This is an optimization exercise on Yosys and OpenROAD, whose aim is small area, not a production implementation. The RTL was checked by simulation tests, not by an equivalence proof against the original design.

### flow/constraint.sdc
create_clock -name core_clock -period 10.0 [get_ports {clk}]
set_input_delay 2.0000 -clock core_clock [delete_from_list [all_inputs] [get_ports {clk}]]
set_output_delay 2.0000 -clock core_clock [all_outputs]
set_load 0.01 [all_outputs]
### flow/run.sh
#!/bin/bash
# synth_recipe.tcl (not shown) runs the flow's synth.tcl, then flattens the netlist and writes it again
# the make line also repeats each setting of config.mk as NAME=value (left out here)
make -C /OpenROAD-flow-scripts/flow DESIGN_CONFIG=/design/flow/config.mk WORK_HOME=/design/flow/orfs CLKGATE_MAP_FILE= SYNTH_SCRIPT=/design/flow/synth_recipe.tcl finish
### flow/config.mk
export PLATFORM = sky130hd
export DESIGN_NAME = top
export DESIGN_NICKNAME = top
export VERILOG_FILES = /design/flow/design.v
export SDC_FILE = /design/flow/constraint.sdc
export NUM_CORES = 4
export LEC_CHECK = 0
export CAP_MARGIN = 20
export CORE_MARGIN = 2
export CORE_UTILIZATION = 40
export SLEW_MARGIN = 20
### flow/design.v
module values (
    input logic       clk,
    input logic       rst_n,       
    input logic       newframe,   
    input logic [5:0] pixel,       
    input logic [63:0] seed,       
    output logic [7:0] read_data,
    output logic [63:0] debug_grid  
);
    logic [63:0] current_state;
    logic [63:0] next_state;
    logic [31:0] frame_counter;    
    logic update_frame;            
    always_ff @(posedge clk) begin
        if (!rst_n) begin
            current_state <= seed;   
        end else if (newframe) begin
            current_state <= next_state;
        end
    end
    assign debug_grid = current_state;
always_comb begin 
    integer x_offset, y_offset;
    logic [5:0] neighbor_count[64];
    next_state = 64'b0;
    if (newframe) begin
        int neighbor_counter;
        logic [2:0] row;
        logic [2:0] col;
        logic is_alive;
        logic becomes_alive;
        for (int i = 0; i < 64; i++) begin
            neighbor_counter = 0;
            row = i / 8;  
            col = i % 8;   
            for (x_offset = -1; x_offset <= 1; x_offset = x_offset + 1) begin
                for (y_offset = -1; y_offset <= 1; y_offset = y_offset + 1) begin
                    if (!(x_offset == 0 && y_offset == 0)) begin
                        logic [5:0] neighbor_index;
                        logic [2:0] new_row, new_col;
                        if ((row + x_offset >= 0) && (row + x_offset < 8) &&
                            (col + y_offset >= 0) && (col + y_offset < 8)) begin
                            new_row = row + x_offset;
                            new_col = col + y_offset;
                            neighbor_index = new_row * 8 + new_col;
                            if (current_state[neighbor_index]) begin
                                neighbor_counter = neighbor_counter + 1;
                            end
                        end
                        else begin
                            neighbor_index =0;
                            new_row = 0;
                            new_col = 0;
                        end
                    end
                end
            end
            is_alive = current_state[i];
            becomes_alive = (is_alive && (neighbor_counter == 2 || neighbor_counter == 3)) ||
                (!is_alive && (neighbor_counter == 3));
            next_state[i] = becomes_alive;
        end
    end
    else begin
        next_state = current_state;  
        x_offset = 0;
        y_offset = 0;
    end
end
always_comb begin
    if (current_state[pixel]) begin
        read_data = 8'hFF;  
    end else begin
        read_data = 8'h00;  
    end
end
endmodule
module ws2812b(
    input logic clk, 
    input logic rst_n,
    input logic serial_in, 
    input logic transmit, 
    output logic ws2812b_out, 
    output logic shift
);
    localparam IDLE = 1'b0;  
    localparam TRANSMITTING = 1'b1;
    localparam T0_CYCLE_COUNT = 4'd5;
    localparam T1_CYCLE_COUNT = 4'd10;
    localparam MAX_CYCLE_COUNT = 4'd15;
    logic state;
    logic [3:0] cycle_count;
    logic bit_being_sent;
    always_ff @(posedge clk) begin
        if (!rst_n) begin
            state <= IDLE;
            cycle_count <= 4'd0;
            bit_being_sent <= 1'b0;
        end else
        unique case (state)
            IDLE:
                if (transmit == 1'b1) begin
                    state <= TRANSMITTING;  
                    cycle_count <= 4'd0;  
                    bit_being_sent <= serial_in;
                end
            TRANSMITTING:  
                if (transmit == 1'b0) begin
                    state <= IDLE;  
                end
                else if (cycle_count == MAX_CYCLE_COUNT - 1) begin  
                    cycle_count <= 4'd0;
                    bit_being_sent <= serial_in;
                end
                else begin
                    cycle_count <= cycle_count + 1;
                end
        endcase
    end
    always_comb begin
        if (state == TRANSMITTING)
            if (bit_being_sent == 1'b0)  
                ws2812b_out = (cycle_count < T0_CYCLE_COUNT);  
            else
                ws2812b_out = (cycle_count < T1_CYCLE_COUNT);  
        else
            ws2812b_out = 1'b0;  
    end
    assign shift = (state == TRANSMITTING) && (cycle_count == 4'd0);  
endmodule
module controller (
    input logic clk, 
    input logic rst_n,
    output logic load_sreg, 
    output logic transmit_pixel, 
    output logic [5:0] pixel, 
    output logic newframe
);
    localparam TRANSMIT_FRAME       = 1'b0;
    localparam IDLE                 = 1'b1;
    localparam [2:0] READ_CH_VALS   = 3'b001;
    localparam [2:0] LOAD_SREG      = 3'b010;
    localparam [2:0] TRANSMIT_PIXEL = 3'b100;
    localparam [8:0] TRANSMIT_CYCLES    = 9'd360;        
    localparam [19:0] IDLE_CYCLES       = 20'd3600;      
    logic state;
    logic next_state;
    logic [2:0] transmit_phase;
    logic [2:0] next_transmit_phase;
    logic [5:0] pixel_counter;
    logic [5:0] frame_counter;  
    logic [8:0] transmit_counter;
    logic [19:0] idle_counter;
    logic transmit_pixel_done;
    logic idle_done;
    assign transmit_pixel_done = (transmit_counter == TRANSMIT_CYCLES - 1);
    assign idle_done = (idle_counter == IDLE_CYCLES - 1);
    always_ff @(posedge clk) begin
        if (!rst_n) begin
            state <= TRANSMIT_FRAME;
            transmit_phase <= READ_CH_VALS;
        end else begin
            state <= next_state;
            transmit_phase <= next_transmit_phase;
        end
    end
    always_comb begin
        next_state = 1'bx;
        unique case (state)
            TRANSMIT_FRAME:
                if ((pixel_counter == 6'd0) && (transmit_pixel_done))
                    next_state = IDLE;
                else
                    next_state = TRANSMIT_FRAME;
            IDLE:
                if (idle_done)
                    next_state = TRANSMIT_FRAME;
                else
                    next_state = IDLE;
        endcase
    end
    always_comb begin
        next_transmit_phase = READ_CH_VALS;
        if (state == TRANSMIT_FRAME) begin
            case (transmit_phase)
                READ_CH_VALS:
                    next_transmit_phase = LOAD_SREG;
                LOAD_SREG:
                    next_transmit_phase = TRANSMIT_PIXEL;
                TRANSMIT_PIXEL:
                    next_transmit_phase = transmit_pixel_done ? READ_CH_VALS : TRANSMIT_PIXEL;
            endcase
        end
    end
    always_ff @(posedge clk) begin
        if (!rst_n) begin
            pixel_counter <= 6'd63;
        end else if ((state == TRANSMIT_FRAME) && transmit_pixel_done) begin
            pixel_counter <= pixel_counter - 1;
        end
    end
    always_ff @(posedge clk) begin
        if (!rst_n) begin
            newframe <= 1'b0;
            frame_counter <= 6'd0;
        end else if (idle_done) begin
            if (frame_counter == 6'd1) begin
                newframe <= 1'b1;
                frame_counter <= 6'd0;
            end else begin
                newframe <= 1'b0;
                frame_counter <= frame_counter + 6'd1;
            end
        end else begin
            newframe <= 1'b0;
        end
    end
    always_ff @(posedge clk) begin
        if (!rst_n) begin
            transmit_counter <= 9'd0;
        end else if (transmit_phase == TRANSMIT_PIXEL) begin
            transmit_counter <= transmit_counter + 1;
        end
        else begin
            transmit_counter <= 9'd0;
        end
    end
    always_ff @(posedge clk) begin
        if (!rst_n) begin
            idle_counter <= 20'd0;
        end else if (state == IDLE) begin
            idle_counter <= idle_counter + 1;
        end
        else begin
            idle_counter <= 20'd0;
        end
    end
    assign pixel = pixel_counter;
    assign load_sreg = (transmit_phase == LOAD_SREG);
    assign transmit_pixel = (transmit_phase == TRANSMIT_PIXEL);
endmodule
module top(
    input logic     clk, 
    input logic     SW, 
    input logic     BOOT, 
    input logic [63:0] seed,
    output logic    _48b, 
    output logic    _45a
);
    logic [7:0] read_data;
    logic [5:0] pixel;
    logic newframe; 
    logic [23:0] shift_reg;  
    logic load_sreg;
    logic transmit_pixel;
    logic shift; 
    logic ws2812b_out;
    logic [63:0] pixel_control;
    logic [63:0] next_pixel_control;  
    logic [5:0] pixel_index;  
    logic [1:0] flipper;  
    values u1 (
        .clk         (clk), 
        .rst_n       (SW),  
        .newframe    (newframe), 
        .pixel        (pixel),
        .seed        (seed),
        .read_data     (read_data),
        .debug_grid  ()
    );
    ws2812b u4 (  
        .clk            (clk), 
        .rst_n          (SW),
        .serial_in      (shift_reg[23]),  
        .transmit       (transmit_pixel),  
        .ws2812b_out    (ws2812b_out), 
        .shift          (shift)
    );
    controller u5 (
        .clk            (clk), 
        .rst_n          (SW),
        .load_sreg      (load_sreg), 
        .transmit_pixel (transmit_pixel), 
        .pixel          (pixel),  
        .newframe          (newframe)  
    );
    always_ff @(posedge clk) begin
        if (!SW) begin
            flipper = 2'b00;
            shift_reg <= 24'd0;
        end else begin
        if(newframe) begin
            flipper = flipper + 1;
            if (flipper == 2'b11) begin
                flipper = 2'b00;
            end
        end
        if (load_sreg) begin  
            unique case (flipper)
                2'b00:
                    shift_reg <= { read_data, 16'd0 };
                2'b01:
                    shift_reg <= { 8'd0, read_data, 8'd0 };
                2'b10:
                    shift_reg <= { 16'd0, read_data };
                2'b11:  
                    shift_reg <= { 16'd0, read_data };
            endcase
        end
        else if (shift) begin
            shift_reg <= { shift_reg[22:0], 1'b0 }; 
        end
        end
    end
    assign _48b = ws2812b_out;  
    assign _45a = ~ws2812b_out;  
endmodule
==> flow_metrics.py, run 1 <==
metrics = {
    "clock_network": {
        "clk_latency_ps": 490,
        "cts_resized": 0,
        "cts.hold.buffers_added": 0,
        "cts_setup_buffers": 0,
        "clockRootBuffer": "clkbuf_16",
        "cts_tree": "built",
        "cts_buffer_depth": 2,
        "cts_max_level": 4,
        "clk_pin_slew_ps": 90,
        "numCtsBuffers": 17,
        "clkSinkCount": 142,
    },
    "setup_path": {
        "crit_path_cell_trace": "buf_4, inv_1, ha_1, xor2_1, ha_1, mux2_2, ha_1, nand2b_1, o31a_1, and2_1, ha_1, and2_1, a31oi_1, inv_1, ha_1, nand2_1, o21a_1, inv_1, ha_1, nand2_1, o41ai_1, nor3_1, o32ai_1",
        "worst_path_most_repeated_cell": "ha_1",
        "path_max_fanout": 31,
        "cp_slowest_cell": "ha_1",
        "critPathLaunchType": "flip-flop",
        "crit_path_end_kind": "flip-flop",
        "worst-path-buf-inv": 4,
        "cpPeakStageDelay_ps": 490,
        "worstSetupPathType": "reg -> reg",
        "crit_arrival_ps": 6070,
        "cp_data_required_time_ps": 10310,
        "cp_top_family": "adder cells",
    },
    "global_routing": {
        "grt_use_total_pct": 18.72,
        "grt_pass1_wl_um": 108200,
        "grt_pass1_vias": 21870,
        "grt_overflow": 0,
        "antenna_found_initial": 0,
        "grt_max_degree": 57,
    },
    "detailed_routing": {
        "num_vias": 23290,
        "antenna_left": 0,
        "finalWirelength_um": 65350,
        "drc": 0,
        "wl_per_cell_um": 15.60,
        "firstDrtPassIters": 5,
        "drt_iter0_markers": 1335,
        "vias_per_cell": 5.560,
    },
    "sta": {
        "max_slew_margin_pct": 41.44,
        "drv_slew": 0,
        "final.setup.tns_ps": 0,
        "finalHoldViolCount": 0,
        "finalCriticalPeriod_ps": 5756,
        "fmax_mhz": 173.7,
        "finalClockSkew_ps": 23.79,
        "finalCritPeriodShare_pct": 57.56,
        "fin_ws_ps": 4244,
        "rsz0062_at_grt": "false",
        "setup_viol": 0,
        "worstMarginPinSlew_ps": 878.4,
    },
    "die": {
        "initial_utilization_pct": 40.59,
        "dieWidth_um": 262.8,
        "rows": 94,
        "coreArea_um2": 65980,
        "die_area_um2": 69040,
        "ioPinCount": 69,
        "die_y_um": 262.8,
    },
    "synthesis": {
        "syn_nets": 3789,
        "synth.largest_area_cell": "ha_1",
        "synthFlopType": "dfxtp_1",
        "yosys_warnings": 4,
        "synth.area.top_cells": "ha_1 16%, xnor2_1 9.0%, edfxtp_1 7.2%",
        "synth_cells": 3370,
        "yosys_register_bits": 142,
        "seq_area_frac_synth_pct": 13.01,
        "synth_edf_count": 64,
        "ys_types": 94,
        "async_flop_share_pct": 0,
        "synth_top_area_share_pct": 16.26,
        "synth_area_um2": 26780,
        "synth_area_per_cell_um2": 7.947,
    },
    "final_layout": {
        "final_cell_mix": "383 x nand2_1, 348 x ha_1, 274 x xnor2_1, 233 x nor2_1, 184 x inv_1",
        "n_antenna_cell": 0,
        "fin_nets": 3731,
        "largest_register_ffs": 64,
        "final_common_cell": "nand2_1",
        "drive_gt1_share_pct": 6.015,
        "areaGrowthSynthToFinish_pct": 6.910,
    },
    "worst_hold_path": {
        "hold_class": "reg -> reg",
    },
    "placed_design": {
        "portBuffers": 67,
        "dp_slack_ps": 4312,
        "hpwl_um": 45970,
        "routabilityCongestion": 0.8110,
    },
    "flow_run": {
        "drv_cap": 0,
    },
    "outcome": {
        "status": "finished clean",
    },
}
==> synthesized netlist by cell type, types with 14 or more instances <==
master and n:
o31ai_1 46, nor2_1 233, nor3_1 50, nand3_1 141
clkbuf_1 93, nand2b_1 57, a211o_1 18, a31oi_1 59
a41oi_1 14, nand4_1 44, o311ai_0 23, o2bb2ai_1 14
dfxtp_1 78, mux4_2 19, o32ai_1 16, o211ai_1 32
a211oi_1 22, xnor3_1 38, mux2i_1 38, xor2_1 178
nor3b_1 15, and3_1 27, or2_2 19, o41ai_1 16
nor2b_1 48, nand2_1 384, ha_1 348, xnor2_1 274
xor3_1 20, and2_1 41, a21oi_1 142, mux2_2 40
o21ai_0 155, buf_1 49, buf_2 37, clkinv_1 18
inv_1 184, edfxtp_1 64
==> cells by family (layout without fill, tap and decap cells) <==
| family | Yosys count | count (layout) | share of synthesized area [%] |
|---|---|---|---|
| simple gates | 1124 | 1124 | 20.02 |
| fa+ha+maj | 352 | 352 | 16.56 |
| xor+xnor | 527 | 527 | 20.99 |
| compound gates | 729 | 729 | 18.60 |
| flops | 142 | 142 | 13.01 |
| buf+inv | 398 | 353 | 6.064 |
| mux | 98 | 98 | 4.756 |
==> worst register-to-register path: cells and delay by family, from the launching register on <==
kind / cells / cell delay [ps]
AOI/OAI and AO/OA: 5 / 1230
xor gates and xnor gates: 1 / 170
adders and majority gates: 6 / 1960
buffers and inverters: 4 / 920
DFF: 1 / 330
muxes: 1 / 270
and+or+nand+nor: 6 / 700
==> worst paths after layout <==
kind | cells past startpoint | startpoint | slack (ps) | to
worst max-delay path | 23 | u1.current_state[45] | 4240 | u1.current_state[54]
worst min-delay path | 1 | u5.idle_counter[0] | 460 | u5.idle_counter[0]
worst max register to register | 23 | u1.current_state[45] | 4240 | u1.current_state[54]
worst min register to register | 1 | u5.idle_counter[0] | 460 | u5.idle_counter[0]
==> layout make-up <==
| class | instances | area (um^2) |
|---|---|---|
| clock inverter | 15 | 166.4 |
| timing repair buffer | 113 | 1013 |
| clock buffer | 17 | 425.4 |
| fill | 6542 | 37350 |
| tap | 864 | 1081 |
| sequential | 142 | 3483 |
| multi-input combinational | 2830 | 21680 |
| inverter | 208 | 780.7 |
==> metrics by stage <==
step / instance area (um^2) / util [%] / hold slack [ps] / instances
finish: 28630 / 43.40 / 464.6 / 4189
global route: 28630 / 43.40 / 487.5 / 4189
CTS: 28630 / 43.40 / 469.0 / 4189
detailed placement: 28040 / 42.50 / 453.8 / 4157
global placement: 28040 / 42.50 / 444.8 / 4157
floorplan: 26780 / - / 427.7 / 3370
==> routing by layer <==
metal,routed length [um],global-route usage [%]
met5,0,0
met4,1270,5.499
met3,1707,1.827
met2,29590,31.58
met1,32780,25.23
==> run 2, diff against run 1 <==
==> flow/design.v (replaced) <==
module top(
    input  logic        clk,
    input  logic        SW,
    input  logic        BOOT,
    input  logic [63:0] seed,
    output logic        _48b,
    output logic        _45a
);
    logic [63:0] grid;
    logic [8:0]  hist;
    logic [5:0]  s;
    logic [3:0]  c;
    logic [4:0]  j;
    logic [6:0]  k;
    logic [1:0]  f;         
    logic        odd;       
    logic        pend;      
    logic        upd;       
    logic        nxt;       
    logic        cur;       
    logic rn, rs, cw, ce;   
    assign rn = (s[5:3] != 3'd0);    
    assign rs = (s[5:3] != 3'd7);    
    assign cw = (s[2:0] != 3'd0);    
    assign ce = (s[2:0] != 3'd7);    
    logic [7:0] nb;
    assign nb = {hist[0] & cw, hist[6] & rn & ce, hist[7] & rn, hist[8] & rn & cw,
                 grid[62] & ce, grid[56] & rs & cw, grid[55] & rs, grid[54] & rs & ce};
    logic [3:0] cnt;
    assign cnt = nb[0] + nb[1] + nb[2] + nb[3] + nb[4] + nb[5] + nb[6] + nb[7];
    logic next_cell;
    assign next_cell = (cnt == 4'd3) | (grid[63] & (cnt == 4'd2));
    always_ff @(posedge clk) begin
        if (!SW)
            grid <= seed;
        else
            grid <= {grid[62:0], upd ? next_cell : grid[63]};
    end
    always_ff @(posedge clk)
        hist <= {hist[7:0], grid[63]};
    logic kinc;
    assign kinc = (c == 4'd14) & ((j == 5'd24) | ((j == 5'd23) & k[6]));
    always_ff @(posedge clk) begin
        if (!SW) begin
            s    <= 6'd0;
            c    <= 4'd12;
            j    <= 5'd23;
            k    <= 7'd73;
            f    <= 2'd0;
            odd  <= 1'b0;
            pend <= 1'b0;
            upd  <= 1'b0;
        end else begin
            s <= s + 6'd1;
            if (c == 4'd14) begin
                if ((j == 5'd23) & !k[6]) begin
                    j <= 5'd24;
                    c <= 4'd13;
                end else begin
                    c <= 4'd0;
                    j <= kinc ? 5'd0 : j + 5'd1;
                end
            end else
                c <= c + 4'd1;
            if (kinc)
                k <= (k == 7'd73) ? 7'd0 : k + 7'd1;
            if (kinc & (k == 7'd63)) begin
                odd <= !odd;
                if (odd)
                    f <= (f == 2'd2) ? 2'd0 : f + 2'd1;
            end
            pend <= (kinc & (k == 7'd63) & odd) ? 1'b1 : ((s == 6'd63) ? 1'b0 : pend);
            if (s == 6'd63)
                upd <= pend;
        end
    end
    always_ff @(posedge clk) begin
        if (!SW)
            nxt <= seed[63];
        else if (s == (k[5:0] | {6{k[6]}}))
            nxt <= grid[62];
    end
    always_ff @(posedge clk)
        if (kinc)
            cur <= nxt;
    logic out;
    assign out = !k[6] & ((c < 4'd5) | ((c < 4'd10) & cur & (j[4:3] == f)));
    assign _48b = out;
    assign _45a = !out;
endmodule
==> run 2 against run 1 <==
Still clean on timing, DRC and antenna. Maximum frequency is 35% higher. Via count decreased by 88%. Synthesized area down 84%. First-iteration DRC count fell by 97%. Global-route usage shrank 4.7 points. Critical endpoint is now grid[0].
==> flow_metrics.py, run 2 <==
metrics = {
    "outcome": {
        "status": "finished clean",
    },
    "clock_network": {
        "clk_latency_ps": 360,
        "cts_resized": 0,
        "clockRootBuffer": "clkbuf_8",
        "cts_setup_buffers": 0,
        "clkSinkCount": 102,
        "cts_buffer_depth": 2,
        "cts.hold.buffers_added": 0,
        "clk_pin_slew_ps": 90,
        "cts_max_level": 3,
        "numCtsBuffers": 9,
        "cts_tree": "built",
    },
    "setup_path": {
        "crit_arrival_ps": 4560,
        "cp_top_family": "adder cells",
        "timing.rr.start": "s[0]",
        "worstSetupPathType": "reg -> reg",
        "path_max_fanout": 7,
        "worst-path-buf-inv": 1,
        "r2r-end": "grid[0]",
        "cp_data_required_time_ps": 10310,
        "cpPeakStageDelay_ps": 540,
        "rr_worst_depth": 12,
        "cp_slowest_cell": "fa_1",
        "worst_path_most_repeated_cell": "fa_1",
        "crit_path_cell_trace": "ha_1, ha_1, nand3b_1, fa_1, inv_1, fa_1, fa_1, ha_1, fa_1, or3b_2, a31oi_1, mux2_2",
        "rrSetupSlack_ps": 5750,
        "crit_path_end_kind": "flip-flop",
        "critPathLaunchType": "flip-flop",
    },
    "sta": {
        "drv_slew": 0,
        "finalCritPeriodShare_pct": 42.54,
        "worstMarginPinSlew_ps": 728.6,
        "rsz0062_at_grt": "false",
        "max_slew_margin_pct": 51.43,
        "finalClockSkew_ps": 10.73,
        "setup_viol": 0,
        "finalCriticalPeriod_ps": 4254,
        "fmax_mhz": 235.1,
        "final.setup.tns_ps": 0,
        "finalHoldViolCount": 0,
    },
    "synthesis": {
        "synth_edf_count": 2,
        "synth_area_um2": 4154,
        "synth_top_area_share_pct": 48.19,
        "synth.largest_area_cell": "dfxtp_1",
        "synth.most_common_cell": "dfxtp_1",
        "synth_common_cells": "100 x dfxtp_1, 65 x mux2_2, 30 x nand2_1, 14 x inv_1",
        "ys_types": 51,
        "synth_cells": 372,
        "synth.area.top_cells": "dfxtp_1 48%, mux2_2 18%, ha_1 3.9%",
        "async_flop_share_pct": 0,
        "seq_area_frac_synth_pct": 49.64,
        "syn_nets": 456,
        "synthFlopType": "dfxtp_1",
        "synth_area_per_cell_um2": 11.17,
        "yosys_warnings": 1,
        "yosys_register_bits": 102,
    },
    "final_layout": {
        "final_util_pct": 50.02,
        "largest_register_ffs": 64,
        "finalNonFillerCells": 569,
        "final_common_cell": "dfxtp_1",
        "multi_input_area_um2": 1914,
        "fin_nets": 512,
        "design_area_um2": 5095,
        "drive_gt1_share_pct": 20.55,
        "n_antenna_cell": 0,
        "fillerInstances": 976,
        "final_cell_mix": "100 x dfxtp_1, 66 x clkdlybuf4s50_1, 65 x mux2_2, 30 x nand2_1, 14 x inv_1",
        "seq_area_um2": 2062,
        "top_register": "grid",
        "areaGrowthSynthToFinish_pct": 22.65,
    },
    "die": {
        "ioPinCount": 69,
        "rows": 37,
        "die_area_um2": 11220,
        "coreArea_um2": 10180,
        "die_y_um": 105.9,
        "dieWidth_um": 105.9,
        "initial_utilization_pct": 40.79,
    },
    "worst_hold_path": {
        "min_to": "hist[6]",
        "hold_class": "reg -> reg",
        "min_path_cells": 0,
        "hp-start": "hist[5]",
    },
    "global_routing": {
        "grt_max_degree": 63,
        "antenna_found_initial": 0,
        "grt_pass1_vias": 2779,
        "grt_pass1_wl_um": 12500,
        "grt_overflow": 0,
        "grt_use_total_pct": 13.97,
    },
    "detailed_routing": {
        "finalWirelength_um": 7265,
        "antenna_left": 0,
        "vias_per_cell": 4.830,
        "firstDrtPassIters": 5,
        "drc": 0,
        "num_vias": 2748,
        "drt_iter0_markers": 36,
        "wl_per_cell_um": 12.77,
    },
    "placed_design": {
        "portBuffers": 67,
        "dpl_cell_area_um2": 4886,
        "dp.cells": 553,
        "hpwl_um": 5105,
        "routabilityCongestion": 0.7324,
    },
    "flow_run": {
        "drv_cap": 0,
    },
}
run 2: stage by stage:
stage	setup WS [ps]	hold WS [ps]
after floorplan	6005	309.6
after global placement	5820	310.4
after detailed placement	5759	316.4
after CTS	5749	337.3
after global routing	5579	346.5
final	5746	333.6
run 2: worst max-delay path by stage:
stage / from / to / slack (ps) / cells after the start
global placement: s[0] / grid[0] / 5820 / 12
floorplan: s[0] / grid[0] / 6010 / 12
global route: s[0] / grid[0] / 5580 / 12
detailed placement: s[0] / grid[0] / 5760 / 12
finish: s[0] / grid[0] / 5750 / 12
CTS: s[0] / grid[0] / 5750 / 12
run 2: cell families after synthesis:
family	synth area share, %
buffers and inverters	4.277
adder cells (fa/ha/maj)	5.844
AO/OA/AOI/OAI	8.554
multiplexers	18.58
XOR/XNOR	1.687
flip-flops	49.64
AND/OR/NAND/NOR	11.42
run 2: area by class of cell:
cell class / instances / area share (%)
Tap cell: 136 / 3.340
Multi-Input combinational cell: 232 / 37.57
Clock buffer: 11 / 2.972
Inverter: 15 / 1.252
Clock inverter: 5 / 1.130
Timing Repair Buffer: 68 / 13.26
Sequential cell: 102 / 40.47
run 2: per-layer routing:
metal	vias to the layer above	track usage, %	part of all wire [%]
met2	59	21.66	45
met3	11	5.212	7.8
met4	0	7.049	2.2
met5	-	0	0
met1	1272	17.03	45
li1	1406	-	-
==> run 3, diff against run 2 <==
==> flow/design.v (replaced) <==
module top(
    input  logic        clk,
    input  logic        SW,
    input  logic        BOOT,
    input  logic [63:0] seed,
    output logic        _48b,
    output logic        _45a
);
    logic [63:0] grid;
    logic [8:0]  hist;
    logic [5:0]  s;
    logic [3:0]  c;
    logic [4:0]  j;
    logic [6:0]  k;
    logic [1:0]  f;         
    logic        odd;       
    logic        pend;      
    logic        upd;       
    logic        cur;       
    logic rs, cw, ce;       
    assign rs = (s[5:3] != 3'd7);    
    assign cw = (s[2:0] != 3'd0);    
    assign ce = (s[2:0] != 3'd7);    
    logic n0, n1, n2, n3, n4, n5, n6, n7;
    assign n0 = hist[0] & cw;
    assign n1 = hist[6] & ce;
    assign n2 = hist[7];
    assign n3 = hist[8] & cw;
    assign n4 = grid[62] & ce;
    assign n5 = grid[56] & rs & cw;
    assign n6 = grid[55] & rs;
    assign n7 = grid[54] & rs & ce;
    logic a1, a0, b1, b0, d1, d0, e1, e0, g1, g0;
    assign {a1, a0} = n0 + n1 + n2;
    assign {b1, b0} = n3 + n4 + n5;
    assign {d1, d0} = n6 + n7;
    assign {e1, e0} = a0 + b0 + d0;
    assign {g1, g0} = a1 + b1 + d1;
    logic next_cell;
    assign next_cell = !g1 & (g0 ^ e1) & (e0 | grid[63]);
    logic load;             
    rst_inv u_inv(.rst_n(SW), .load(load));
    logic [63:0] grid_next;
    assign grid_next = {grid[62:0], upd ? next_cell : grid[63]};
    always_ff @(posedge clk)
        grid <= (grid_next & {64{SW}}) | (seed & {64{load}});
    always_ff @(posedge clk)
        hist <= {hist[7:0], grid[63] & upd};
    logic c_last;           
    assign c_last = (c == 4'd8);
    logic kinc;
    assign kinc = c_last & ((j == 5'd24) | ((j == 5'd23) & k[6]));
    always_ff @(posedge clk) begin
        if (!SW) begin
            s    <= 6'd0;
            c    <= 4'd14;
            j    <= 5'd23;
            k    <= 7'd127;
            f    <= 2'd0;
            odd  <= 1'b0;
            pend <= 1'b0;
            upd  <= 1'b0;
        end else begin
            s <= s + 6'd1;
            if (c_last & (j == 5'd23) & !k[6]) begin
                j <= 5'd24;
                c <= 4'd12;
            end else begin
                c <= {c[2:0], c[3] ^ c[2]};
                if (c_last)
                    j <= kinc ? 5'd0 : j + 5'd1;
            end
            if (kinc)
                k <= (k == 7'd63) ? 7'd118 : k + 7'd1;
            if (kinc & (k == 7'd63)) begin
                odd <= !odd;
                if (odd)
                    f <= (f == 2'd2) ? 2'd0 : f + 2'd1;
            end
            pend <= (kinc & (k == 7'd63) & odd) ? 1'b1 : ((s == 6'd63) ? 1'b0 : pend);
            if (s == 6'd63)
                upd <= pend;
        end
    end
    always_ff @(posedge clk) begin
        if (!SW)
            cur <= seed[63];
        else if (s == k[5:0])
            cur <= (k[6] | ((f == 2'd0) & (j[4:3] != 2'd0))) ? grid[62] : grid[63];
    end
    logic c_lo, c_mid;
    always_comb begin
        case (c)
            4'd1, 4'd2, 4'd4, 4'd9, 4'd3:           begin c_lo = 1'b1; c_mid = 1'b1; end
            4'd6, 4'd13, 4'd10, 4'd5, 4'd11:        begin c_lo = 1'b0; c_mid = 1'b1; end
            default:                                begin c_lo = 1'b0; c_mid = 1'b0; end
        endcase
    end
    logic out;
    assign out = !k[6] & (c_lo | (c_mid & cur & (j[4:3] == f)));
    assign _48b = out;
    assign _45a = !out;
endmodule
module rst_inv(
    input  logic rst_n,
    output logic load
);
    assign load = !rst_n;
endmodule
==> flow/flow/run.sh (new file) <==
#!/bin/bash
# The standard layout, with the smallest buffer on every port instead of the
# resizer's default pick.
set -euo pipefail
export BUFFER_PORTS_ARGS="-buffer_cell sky130_fd_sc_hd__buf_1"
bash standard.sh > standard_flow.log 2>&1
==> flow/standard.sh (new file) <==
#!/bin/bash
# synth_recipe.tcl (not shown) runs the flow's synth.tcl, then flattens the netlist and writes it again
# the make line also repeats each setting of config.mk as NAME=value (left out here)
make -C /OpenROAD-flow-scripts/flow DESIGN_CONFIG=/design/flow/config.mk WORK_HOME=/design/flow/orfs CLKGATE_MAP_FILE= SYNTH_SCRIPT=/design/flow/synth_recipe.tcl "${@:-finish}"
--- a/flow/config.mk
+++ b/flow/config.mk
@@ -10,2 +10,4 @@
 export CORE_UTILIZATION = 40
 export SLEW_MARGIN = 20
+export SYNTH_HIERARCHICAL = 1
+export SYNTH_MINIMUM_KEEP_SIZE = 0
removed: flow/run.sh
==> run 3 against run 2 <==
Still clean on timing, DRC and antenna. Via count is 3.1% lower. Hold slack worse by 1.6 ps. Setup slack better by 360 ps. Cell count is 9.7% lower. Synthesized cell count is 8.1% lower. Clock-buffer cell count stayed put. Utilization is 3.6 points lower. Register-to-register slack better by 1800 ps. Critical path type is now reg -> out. Critical endpoint is now _45a.
==> flow_metrics.py, run 3 <==
metrics = {
    "worst_hold_path": {
        "min_path_cells": 0,
        "hold_class": "reg -> reg",
        "min_to": "hist[2]",
        "hp-start": "hist[1]",
    },
    "synthesis": {
        "synth.area.top_cells": "dfxtp_1 53%, a22o_1 15%, ha_1 2.7%",
        "yosys_register_bits": 101,
        "synth.mux.area_fraction_pct": 2.199,
        "synth_area_per_cell_um2": 10.98,
        "synth_top_area_share_pct": 53.30,
        "synth_cells": 342,
        "synth_common_cells": "100 x dfxtp_1, 64 x a22o_1, 14 x clkbuf_1, 14 x nand2_1, 11 x nor2_1",
        "syn_nets": 421,
        "synth_top_family_by_area": "compound AO/OA/AOI/OAI gates",
        "yosys_warnings": 7,
        "async_flop_share_pct": 0,
        "seq_area_frac_synth_pct": 54.10,
        "synth_edf_count": 1,
        "synthAdderAreaFrac_pct": 4.797,
        "synthSimpleGateAreaFrac_pct": 11.39,
        "synth_compound_area_share_pct": 21.42,
        "synth.most_common_cell": "dfxtp_1",
        "synth_area_um2": 3756,
        "synthFlopType": "dfxtp_1",
        "ys_types": 50,
        "synth.largest_area_cell": "dfxtp_1",
        "synthXorXnorAreaFrac_pct": 2.565,
    },
    "final_layout": {
        "n_antenna_cell": 0,
        "fin_nets": 477,
        "fillerInstances": 872,
        "final_cell_mix": "100 x dfxtp_1, 66 x buf_1, 64 x a22o_1, 14 x nand2_1, 11 x nor2_1",
        "final_common_cell": "dfxtp_1",
        "drive_gt1_share_pct": 6.452,
        "largest_register_ffs": 64,
        "top_register": "grid",
        "areaGrowthSynthToFinish_pct": 13.62,
        "finalNonFillerCells": 514,
    },
    "setup_path": {
        "r2r-end": "grid[0]",
        "cpPeakStageDelay_ps": 520,
        "rr_worst_depth": 9,
        "cp_slowest_cell": "dfxtp_1",
        "crit_path_end_kind": "output port",
        "critPathLaunchType": "flip-flop",
        "crit_path_cell_trace": "xor2_1, o31ai_1, a211oi_1, or3b_1, buf_1",
        "worstSetupPathType": "reg -> out",
        "rrSetupSlack_ps": 7530,
        "timing.rr.start": "s[0]",
        "path_max_fanout": 10,
        "crit_arrival_ps": 1900,
        "cp_data_required_time_ps": 8000,
        "startpoint": "j[3]",
    },
    "detailed_routing": {
        "drt_iter0_markers": 106,
        "num_vias": 2663,
        "wl_per_cell_um": 13.34,
        "drc": 0,
        "finalWirelength_um": 6858,
        "firstDrtPassIters": 4,
        "vias_per_cell": 5.181,
        "antenna_left": 0,
    },
    "global_routing": {
        "grt_pass1_wl_um": 11640,
        "grt_use_total_pct": 14.12,
        "antenna_found_initial": 0,
        "grt_pass1_vias": 2555,
        "grt_overflow": 0,
        "grt_max_degree": 91,
    },
    "clock_network": {
        "cts_setup_buffers": 0,
        "cts_resized": 0,
        "clk_latency_ps": 350,
        "clkSinkCount": 101,
        "cts_max_level": 3,
        "clockRootBuffer": "clkbuf_8",
        "cts_tree": "built",
        "cts.hold.buffers_added": 0,
        "cts_buffer_depth": 2,
        "clk_pin_slew_ps": 100,
        "numCtsBuffers": 9,
    },
    "sta": {
        "worstMarginPinSlew_ps": 982.3,
        "holdWs_ps": 332.0,
        "fmax_mhz": 256.5,
        "finalClockSkew_ps": 9.990,
        "max_slew_margin_pct": 34.42,
        "setup_viol": 0,
        "finalHoldViolCount": 0,
        "finalCritPeriodShare_pct": 38.99,
        "finalCriticalPeriod_ps": 3899,
        "rsz0062_at_grt": "false",
        "final.setup.tns_ps": 0,
        "drv_slew": 0,
    },
    "die": {
        "die_area_um2": 10180,
        "die_y_um": 100.9,
        "initial_utilization_pct": 40.84,
        "rows": 35,
        "coreArea_um2": 9196,
        "dieWidth_um": 100.9,
        "ioPinCount": 69,
    },
    "flow_run": {
        "drv_cap": 0,
    },
    "placed_design": {
        "hpwl_um": 4494,
        "portBuffers": 67,
        "dp.cells": 498,
        "routabilityCongestion": 0.7543,
    },
    "outcome": {
        "status": "finished clean",
    },
}
==> run 3: worst max-delay path by stage <==
| stage | slack (ps) | depth (start not counted) | to |
|---|---|---|---|
| final | 6100 | 5 | _45a |
| after global routing | 5940 | 5 | _45a |
| after CTS | 6080 | 5 | _45a |
| after detailed placement | 6010 | 6 | j[3] |
| after global placement | 6040 | 6 | j[3] |
| after floorplan | 6690 | 5 | _45a |
==> run 3: area by class of cell <==
type	instances	area [um^2]	share of cell area (%)
sequential	101	2032	47.61
timing repair buffer	68	260.3	6.098
clock inverter	5	66.31	1.554
multi-input combinational	208	1592	37.29
tap	111	138.9	3.254
clock buffer	11	141.4	3.313
inverter	10	37.54	0.8795
==> run 3: per-module statistics from Yosys, one instance, submodules excluded <==
module,cells,times used,flops+latches
rst_inv,1,1,0
top,341,1,101
==> run 3: critical path, delay by kind of cell, from the launching register on <==
kind,cells,cell delay (ps)
buffers and inverters,1,140
AND/OR/NAND/NOR,1,370
XOR/XNOR,1,140
AO/OA/AOI/OAI,2,370
flip-flops,1,520
==> run 3: per-stage QoR <==
stage	cell area, um^2	utilization, %	worst slack, ps
after floorplan	3756	-	6685
after global placement	4060	44.15	6039
after detailed placement	4060	44.15	6008
after CTS	4268	46.41	6083
after global routing	4268	46.41	5937
final	4268	46.41	6101
==> run 3: cell families after synthesis <==
group	Yosys count
adder cells (fa/ha/maj)	12
multiplexers	8
XOR/XNOR	11
buffers and inverters	33
AO/OA/AOI/OAI	102
AND/OR/NAND/NOR	75
flip-flops	101
==> run 3: layer usage <==
metal  track usage [%]  share of wire [%]  vias up
li1                  -                  -     1360
met1             18.57                 48     1232
met2             21.33                 44       60
met3             5.479                6.2       11
met4             4.678                1.6        0
met5                 0                  0        -
==> run 4, diff against run 3 <==
--- a/flow/design.v
+++ b/flow/design.v
@@ -9,5 +9,5 @@
     logic [63:0] grid;
     logic [8:0]  hist;
-    logic [5:0]  s;
+    logic [5:0]  d;         
     logic [3:0]  c;
     logic [4:0]  j;
@@ -19,7 +19,7 @@
     logic        cur;       
     logic rs, cw, ce;       
-    assign rs = (s[5:3] != 3'd7);    
-    assign cw = (s[2:0] != 3'd0);    
-    assign ce = (s[2:0] != 3'd7);    
+    assign rs = (d[5:3] != 3'd7);    
+    assign cw = (d[2:0] != 3'd0);    
+    assign ce = (d[2:0] != 3'd7);    
     logic n0, n1, n2, n3, n4, n5, n6, n7;
     assign n0 = hist[0] & cw;
@@ -51,7 +51,15 @@
     logic kinc;
     assign kinc = c_last & ((j == 5'd24) | ((j == 5'd23) & k[6]));
+    logic k_end;            
+    assign k_end = (k[5:0] == 6'd63);
+    logic frame_end;
+    assign frame_end = kinc & !k[6] & k_end;
+    logic d_hold;
+    assign d_hold = kinc & (k[6] == k_end);
+    logic d_top;            
+    assign d_top = (d == 6'd63);
     always_ff @(posedge clk) begin
         if (!SW) begin
-            s    <= 6'd0;
+            d    <= 6'd0;
             c    <= 4'd14;
             j    <= 5'd23;
@@ -62,5 +70,5 @@
             upd  <= 1'b0;
         end else begin
-            s <= s + 6'd1;
+            d <= d + {5'd0, !d_hold};
             if (c_last & (j == 5'd23) & !k[6]) begin
                 j <= 5'd24;
@@ -73,11 +81,11 @@
             if (kinc)
                 k <= (k == 7'd63) ? 7'd118 : k + 7'd1;
-            if (kinc & (k == 7'd63)) begin
+            if (frame_end) begin
                 odd <= !odd;
                 if (odd)
                     f <= (f == 2'd2) ? 2'd0 : f + 2'd1;
             end
-            pend <= (kinc & (k == 7'd63) & odd) ? 1'b1 : ((s == 6'd63) ? 1'b0 : pend);
-            if (s == 6'd63)
+            pend <= (frame_end & odd) ? 1'b1 : ((d_top & k[6]) ? 1'b0 : pend);
+            if (d_top & k[6])
                 upd <= pend;
         end
@@ -86,5 +94,5 @@
         if (!SW)
             cur <= seed[63];
-        else if (s == k[5:0])
+        else if (d_top)
             cur <= (k[6] | ((f == 2'd0) & (j[4:3] != 2'd0))) ? grid[62] : grid[63];
     end
==> flow/flow/run.sh (replaced) <==
#!/bin/bash
# The standard layout, with two changes that only affect cell choice:
#  - synthesis maps with an area-oriented ABC script (abc_area.script here)
#    instead of ORFS's speed script; everything else in synthesis is the
#    standard one (synth_recipe.tcl through standard.sh), so registers keep
#    their names and cell types;
#  - the port buffers are the smallest buffer instead of the resizer's pick.
# Each step's full output goes to a log file in this folder.
set -euo pipefail
here="$(pwd)"
cp -r "$FLOW_HOME/scripts" "$here/scripts_area"
cp "$here/flow/abc_area.script" "$here/scripts_area/abc_speed.script"
export BUFFER_PORTS_ARGS="-buffer_cell sky130_fd_sc_hd__buf_1"
SCRIPTS_DIR="$here/scripts_area" bash standard.sh synth > "$here/synth.log" 2>&1
bash standard.sh > "$here/layout.log" 2>&1
==> flow/flow/abc_area.script (new file) <==
strash
dch
map -a
strash
dch
map -a
strash
&get -n
&dch
&nf -a
&put
topo
stime -c
==> run 4 against run 3 <==
Sequential cell count unchanged. Global-route usage up 0.34 points. Hold slack better by 4.1 ps. Cell count shrank 0.78%. Non-clock buffer count up 2. Register-to-register slack got worse by 170 ps. Synthesized cell count decreased by 7.6%. Clock skew shrank 1.1 ps. Wire length decreased by 6.0%. Highest routed layer unchanged.
==> flow_metrics.py, run 4 <==
metrics = {
    "final_layout": {
        "drive_gt1_share_pct": 4.726,
        "top_register": "grid",
        "largest_register_ffs": 64,
        "final_cell_mix": "100 x dfxtp_1, 66 x buf_1, 64 x a22o_1, 20 x nand2_1, 17 x clkinv_1",
        "final_common_cell": "dfxtp_1",
        "fin_nets": 475,
        "n_antenna_cell": 0,
        "areaGrowthSynthToFinish_pct": 17.66,
        "design_area_um2": 4118,
    },
    "setup_path": {
        "timing.rr.start": "j[0]",
        "cp_data_required_time_ps": 10250,
        "worstSetupPathType": "in -> reg",
        "path_max_fanout": 84,
        "cp_slowest_cell": "buf_4",
        "crit_path_cell_trace": "clkbuf_2, buf_4, clkinv_1, buf_4, a22o_1",
        "crit_path_end_kind": "flip-flop",
        "cpPeakStageDelay_ps": 620,
        "critPathLaunchType": "input pin",
        "startpoint": "SW",
        "worst_path_most_repeated_cell": "buf_4",
        "crit_arrival_ps": 3790,
    },
    "clock_network": {
        "clk_latency_ps": 350,
        "cts_resized": 0,
        "cts_buffer_depth": 2,
        "cts_max_level": 3,
        "clkSinkCount": 101,
        "numCtsBuffers": 9,
        "cts_tree": "built",
        "cts_setup_buffers": 0,
        "cts.hold.buffers_added": 0,
        "clockRootBuffer": "clkbuf_8",
        "clk_pin_slew_ps": 100,
    },
    "die": {
        "initial_utilization_pct": 40.73,
        "coreArea_um2": 8593,
        "dieWidth_um": 97.54,
        "die_area_um2": 9513,
        "ioPinCount": 69,
        "die_y_um": 97.54,
        "rows": 34,
    },
    "global_routing": {
        "grt_pass1_vias": 2553,
        "grt_use_total_pct": 14.46,
        "grt_pass1_wl_um": 11370,
        "antenna_found_initial": 0,
        "grt_overflow": 0,
        "grt_max_degree": 85,
    },
    "placed_design": {
        "routabilityCongestion": 0.7912,
        "hpwl_um": 4371,
        "dpl_cell_area_um2": 3910,
        "portBuffers": 67,
        "dp_slack_ps": 6073,
    },
    "synthesis": {
        "ys_types": 32,
        "yosys_warnings": 7,
        "synthFlopType": "dfxtp_1",
        "syn_nets": 394,
        "synth_area_um2": 3500,
        "synth_top_area_share_pct": 57.20,
        "seq_area_frac_synth_pct": 58.06,
        "async_flop_share_pct": 0,
        "synth_edf_count": 1,
        "yosys_register_bits": 101,
        "synth.area.top_cells": "dfxtp_1 57%, a22o_1 16%, ha_1 2.5%",
        "synth.most_common_cell": "dfxtp_1",
        "synth_common_cells": "100 x dfxtp_1, 64 x a22o_1, 20 x nand2_1, 17 x clkinv_1, 15 x o21ai_0",
        "synth_cells": 316,
        "synth_area_per_cell_um2": 11.07,
        "synth.largest_area_cell": "dfxtp_1",
    },
    "sta": {
        "final.setup.tns_ps": 0,
        "worstMarginPinSlew_ps": 816.3,
        "setup_viol": 0,
        "finalClockSkew_ps": 8.909,
        "fmax_mhz": 282.4,
        "finalHoldViolCount": 0,
        "max_slew_margin_pct": 45.58,
        "drv_slew": 0,
        "finalCriticalPeriod_ps": 3541,
        "fin_ws_ps": 6459,
        "holdWs_ps": 336.2,
        "finalCritPeriodShare_pct": 35.41,
        "rsz0062_at_grt": "false",
    },
    "worst_hold_path": {
        "hp-start": "hist[4]",
        "hold_class": "reg -> reg",
    },
    "outcome": {
        "status": "finished clean",
    },
    "detailed_routing": {
        "vias_per_cell": 5.133,
        "antenna_left": 0,
        "num_vias": 2618,
        "drc": 0,
        "wl_per_cell_um": 12.64,
        "drt_iter0_markers": 104,
        "finalWirelength_um": 6444,
        "firstDrtPassIters": 4,
    },
    "flow_run": {
        "drv_cap": 0,
    },
}
run 4: cell count changes after synthesis, sizes merged, moves of 4 or more:
cell    before  now
a21oi        8   12
xnor2        5    0
nand2b       6    0
clkinv       1   17
mux2i        6    0
clkbuf      14    0
inv          9    0
xor2         6    2
buf          9    0
nand2       14   20
a31oi        0    4
and2         5    9
run 4: per-module statistics from Yosys, one instance, submodules excluded:
module   cells inside  cell area [um^2]
rst_inv             1             3.754
top               315              3496
run 4: stage by stage:
| stage | utilization, % | cells |
|---|---|---|
| after floorplan | - | 316 |
| after global placement | 45.50 | 494 |
| after detailed placement | 45.50 | 494 |
| after CTS | 47.92 | 510 |
| after global routing | 47.92 | 510 |
| final | 47.92 | 510 |
run 4: worst paths after layout:
| check | end | slack, ps | depth (start not counted) |
|---|---|---|---|
| worst max register to register | d[4] | 7360 | 10 |
| worst min register to register | hist[5] | 340 | 0 |
| worst min-delay path | hist[5] | 340 | 0 |
| worst max-delay path | grid[21] | 6460 | 5 |
run 4: critical path: cells and delay by family:
family	cells	cell delay, ps
buffers and inverters	4	1460
AO/OA/AOI/OAI	1	280
run 4: layout make-up:
class | count | area [um^2]
fill | 834 | 4476
clock inverter | 6 | 80.08
sequential | 101 | 2032
clock buffer | 10 | 127.6
inverter | 17 | 63.81
multi-input combinational | 198 | 1404
tap | 108 | 135.1
timing repair buffer | 70 | 275.3
run 4: routing by layer:
metal,vias to the layer above,part of all wire (%),global-route usage [%],wire [um]
li1,1347,-,-,-
met1,1198,47,18.93,3045
met2,64,43,21.06,2797
met3,9,7.9,6.187,508
met4,0,1.4,5.769,92
met5,-,0,0,0
run 4: kinds of logic after synthesis:
group	Yosys count	share of synthesized area, %
AND/OR/NAND/NOR	76	11.23
AO/OA/AOI/OAI	109	23.60
adder cells (fa/ha/maj)	11	4.791
flip-flops	101	58.06
buffers and inverters	17	1.823
XOR/XNOR	2	0.5006
==> run 5, diff against run 4 <==
--- a/flow/flow/run.sh
+++ b/flow/flow/run.sh
@@ -5,5 +5,7 @@
 #    standard one (synth_recipe.tcl through standard.sh), so registers keep
 #    their names and cell types;
-#  - the port buffers are the smallest buffer instead of the resizer's pick.
+#  - the port buffers are the smallest buffer instead of the resizer's pick;
+#  - clock tree synthesis adds no dummy loads (the standard arguments plus
+#    -dont_use_dummy_load).
 # Each step's full output goes to a log file in this folder.
 set -euo pipefail
@@ -12,4 +14,5 @@
 cp "$here/flow/abc_area.script" "$here/scripts_area/abc_speed.script"
 export BUFFER_PORTS_ARGS="-buffer_cell sky130_fd_sc_hd__buf_1"
+export CTS_ARGS="-sink_clustering_enable -repair_clock_nets -dont_use_dummy_load"
 SCRIPTS_DIR="$here/scripts_area" bash standard.sh synth > "$here/synth.log" 2>&1
 bash standard.sh > "$here/layout.log" 2>&1
==> run 5 against run 4 <==
Hold slack got worse by 3.7 ps. Cell area fell by 2.0%. Clock-buffer cell count fell by 1. Utilization fell by 0.98 points. Critical endpoint is now grid[19].
==> flow_metrics.py, run 5 <==
metrics = {
    "outcome": {
        "status": "finished clean",
    },
    "setup_path": {
        "worst_path_most_repeated_cell": "buf_4",
        "crit_path_cell_trace": "clkbuf_2, buf_4, clkinv_1, buf_4, a22o_1",
        "cp_slowest_cell": "buf_4",
        "worstSetupPathType": "in -> reg",
        "critPathLaunchType": "input pin",
        "path_max_fanout": 84,
        "startpoint": "SW",
        "cp_data_required_time_ps": 10220,
        "timing.rr.start": "j[1]",
        "crit_arrival_ps": 3780,
        "cpPeakStageDelay_ps": 620,
        "crit_path_end_kind": "flip-flop",
    },
    "die": {
        "die_y_um": 97.54,
        "dieWidth_um": 97.54,
        "ioPinCount": 69,
        "die_area_um2": 9513,
        "initial_utilization_pct": 40.73,
        "rows": 34,
        "coreArea_um2": 8593,
    },
    "final_layout": {
        "top_register": "grid",
        "seq_area_um2": 2032,
        "largest_register_ffs": 64,
        "final_cell_mix": "100 x dfxtp_1, 66 x buf_1, 64 x a22o_1, 20 x nand2_1, 17 x clkinv_1",
        "n_antenna_cell": 0,
        "multi_input_area_um2": 1404,
        "final_common_cell": "dfxtp_1",
        "areaGrowthSynthToFinish_pct": 15.27,
        "drive_gt1_share_pct": 3.291,
        "fin_nets": 475,
        "fillerInstances": 842,
    },
    "global_routing": {
        "antenna_found_initial": 0,
        "grt_pass1_vias": 2555,
        "grt_max_degree": 85,
        "grt_use_total_pct": 14.39,
        "grt_pass1_wl_um": 11310,
        "grt_overflow": 0,
    },
    "sta": {
        "max_slew_margin_pct": 45.60,
        "worstMarginPinSlew_ps": 815.9,
        "finalCriticalPeriod_ps": 3560,
        "fmax_mhz": 280.9,
        "rsz0062_at_grt": "false",
        "drv_slew": 0,
        "holdWs_ps": 332.4,
        "setup_viol": 0,
        "final.setup.tns_ps": 0,
        "finalClockSkew_ps": 21.97,
        "finalCritPeriodShare_pct": 35.60,
        "finalHoldViolCount": 0,
    },
    "synthesis": {
        "seq_area_frac_synth_pct": 58.06,
        "synth.most_common_cell": "dfxtp_1",
        "synth_common_cells": "100 x dfxtp_1, 64 x a22o_1, 20 x nand2_1, 17 x clkinv_1, 15 x o21ai_0",
        "ys_types": 32,
        "synth_top_area_share_pct": 57.20,
        "synth.area.top_cells": "dfxtp_1 57%, a22o_1 16%, ha_1 2.5%",
        "synth_area_per_cell_um2": 11.07,
        "yosys_warnings": 7,
        "syn_nets": 394,
        "synthFlopType": "dfxtp_1",
        "synth_cells": 316,
        "synth_edf_count": 1,
        "async_flop_share_pct": 0,
        "yosys_register_bits": 101,
        "synth_area_um2": 3500,
        "synth.largest_area_cell": "dfxtp_1",
    },
    "placed_design": {
        "portBuffers": 67,
        "hpwl_um": 4371,
        "routabilityCongestion": 0.7912,
    },
    "flow_run": {
        "drv_cap": 0,
    },
    "clock_network": {
        "cts_resized": 0,
        "cts_tree": "built",
        "cts_max_level": 3,
        "cts_setup_buffers": 0,
        "clockRootBuffer": "clkbuf_8",
        "clk_latency_ps": 350,
        "clkSinkCount": 101,
        "cts.hold.buffers_added": 0,
        "cts_buffer_depth": 2,
        "clk_pin_slew_ps": 80,
        "numCtsBuffers": 9,
    },
    "detailed_routing": {
        "drc": 0,
        "vias_per_cell": 5.195,
        "firstDrtPassIters": 4,
        "antenna_left": 0,
        "drt_iter0_markers": 125,
        "wl_per_cell_um": 12.83,
        "num_vias": 2613,
        "finalWirelength_um": 6451,
    },
    "worst_hold_path": {
        "hold_class": "reg -> reg",
        "hp-start": "hist[4]",
    },
}
==> run 5: changes by cell type in the layout (fill, tap and decap cells not counted) <==
cell / delta
bufinv_16: -1
clkinv_4: -1
inv_6: -2
clkinv_8: -1
clkinvlp_4: -1
clkbuf_1: -1
==> run 5: cell type report <==
class	instances	area share, %
Tap cell	108	3.350
Clock buffer	9	3.071
Sequential cell	101	50.37
Timing Repair Buffer	70	6.824
Multi-Input combinational cell	198	34.80
Inverter	17	1.582
==> run 5: path summary, 6_finish.rpt <==
| check | depth (start not counted) | slack [ps] | endpoint |
|---|---|---|---|
| max reg2reg | 10 | 7370 | d[5] |
| max | 5 | 6440 | grid[19] |
| min | 0 | 330 | hist[5] |
| min reg2reg | 0 | 330 | hist[5] |
==> run 5: logic make-up after synthesis <==
family	synth area share [%]
AO/OA/AOI/OAI	23.60
flip-flops	58.06
AND/OR/NAND/NOR	11.23
buffers and inverters	1.823
adder cells (fa/ha/maj)	4.791
XOR/XNOR	0.5006
==> run 5: per-layer routing <==
layer  part of all wire [%]  vias up  GRT usage [%]
met5                      0        -              0
met4                    1.2        0          6.410
met3                    8.1        7          5.540
met2                     43       69          21.01
met1                     47     1199          18.88
li1                       -     1338              -
==> run 5: modules after synthesis, one instance, submodules excluded <==
module,cells,flops+latches,times used
top,315,101,1
rst_inv,1,0,1
==> run 5: through the flow <==
step                cells  setup slack (ps)  utilization, %  area [um^2]
finish                503              6440           46.94         4034
global route          503              6256           46.94         4034
CTS                   503              6432           46.94         4034
floorplan             316              6571               -         3500
detailed placement    494              6073           45.50         3910
global placement      494              6087           45.50         3910
==> run 5: critical path: cells and delay by family <==
| kind | cells | cell delay [ps] |
|---|---|---|
| AO/OA/AOI/OAI | 1 | 260 |
| buffers and inverters | 4 | 1450 |

static timing again, ports no longer ideal:
In the flow no input, the clock included, has a driving cell. The finished layouts below were timed again as built, in two steps.
Step 1 (the two cells are an assumption about what drives the block):
set clk [get_ports {clk}]
set_driving_cell -lib_cell sky130_fd_sc_hd__clkbuf_16 $clk
set_driving_cell -lib_cell sky130_fd_sc_hd__buf_2 [delete_from_list [all_inputs] $clk]
Step 2 also shifts input and output timing later by t, the mid clock arrival at the registers, as if the neighbouring blocks saw the same clock.
Slacks: no drivers / after step 1 / after step 2; pairs: no drivers / after step 1.
run | t (ns) | setup slack, ns | hold WS [ns] | worst setup path after step 2 | worst slew at a driven data input, ns
run 1 | 0.541 | 4.244 / 4.244 / 4.244 | 0.465 / 0.465 / 0.465 | register to register | 0.04
run 2 | 0.385 | 5.746 / 5.746 / 5.746 | 0.334 / 0.334 / 0.334 | register to register | 0.05
run 3 | 0.377 | 6.101 / 6.070 / 6.013 | 0.332 / 0.332 / 0.332 | input to register | 0.05
run 4 | 0.381 | 6.459 / 6.468 / 6.089 | 0.336 / 0.336 / 0.336 | input to register | 0.05
run 5 | 0.370 | 6.440 / 6.450 / 6.080 | 0.332 / 0.332 / 0.332 | input to register | 0.05
After both steps every run listed still meets setup and hold. The setup slack of run 4, which loses most, moves by +0.009 ns with the drivers and by -0.370 ns with both steps.
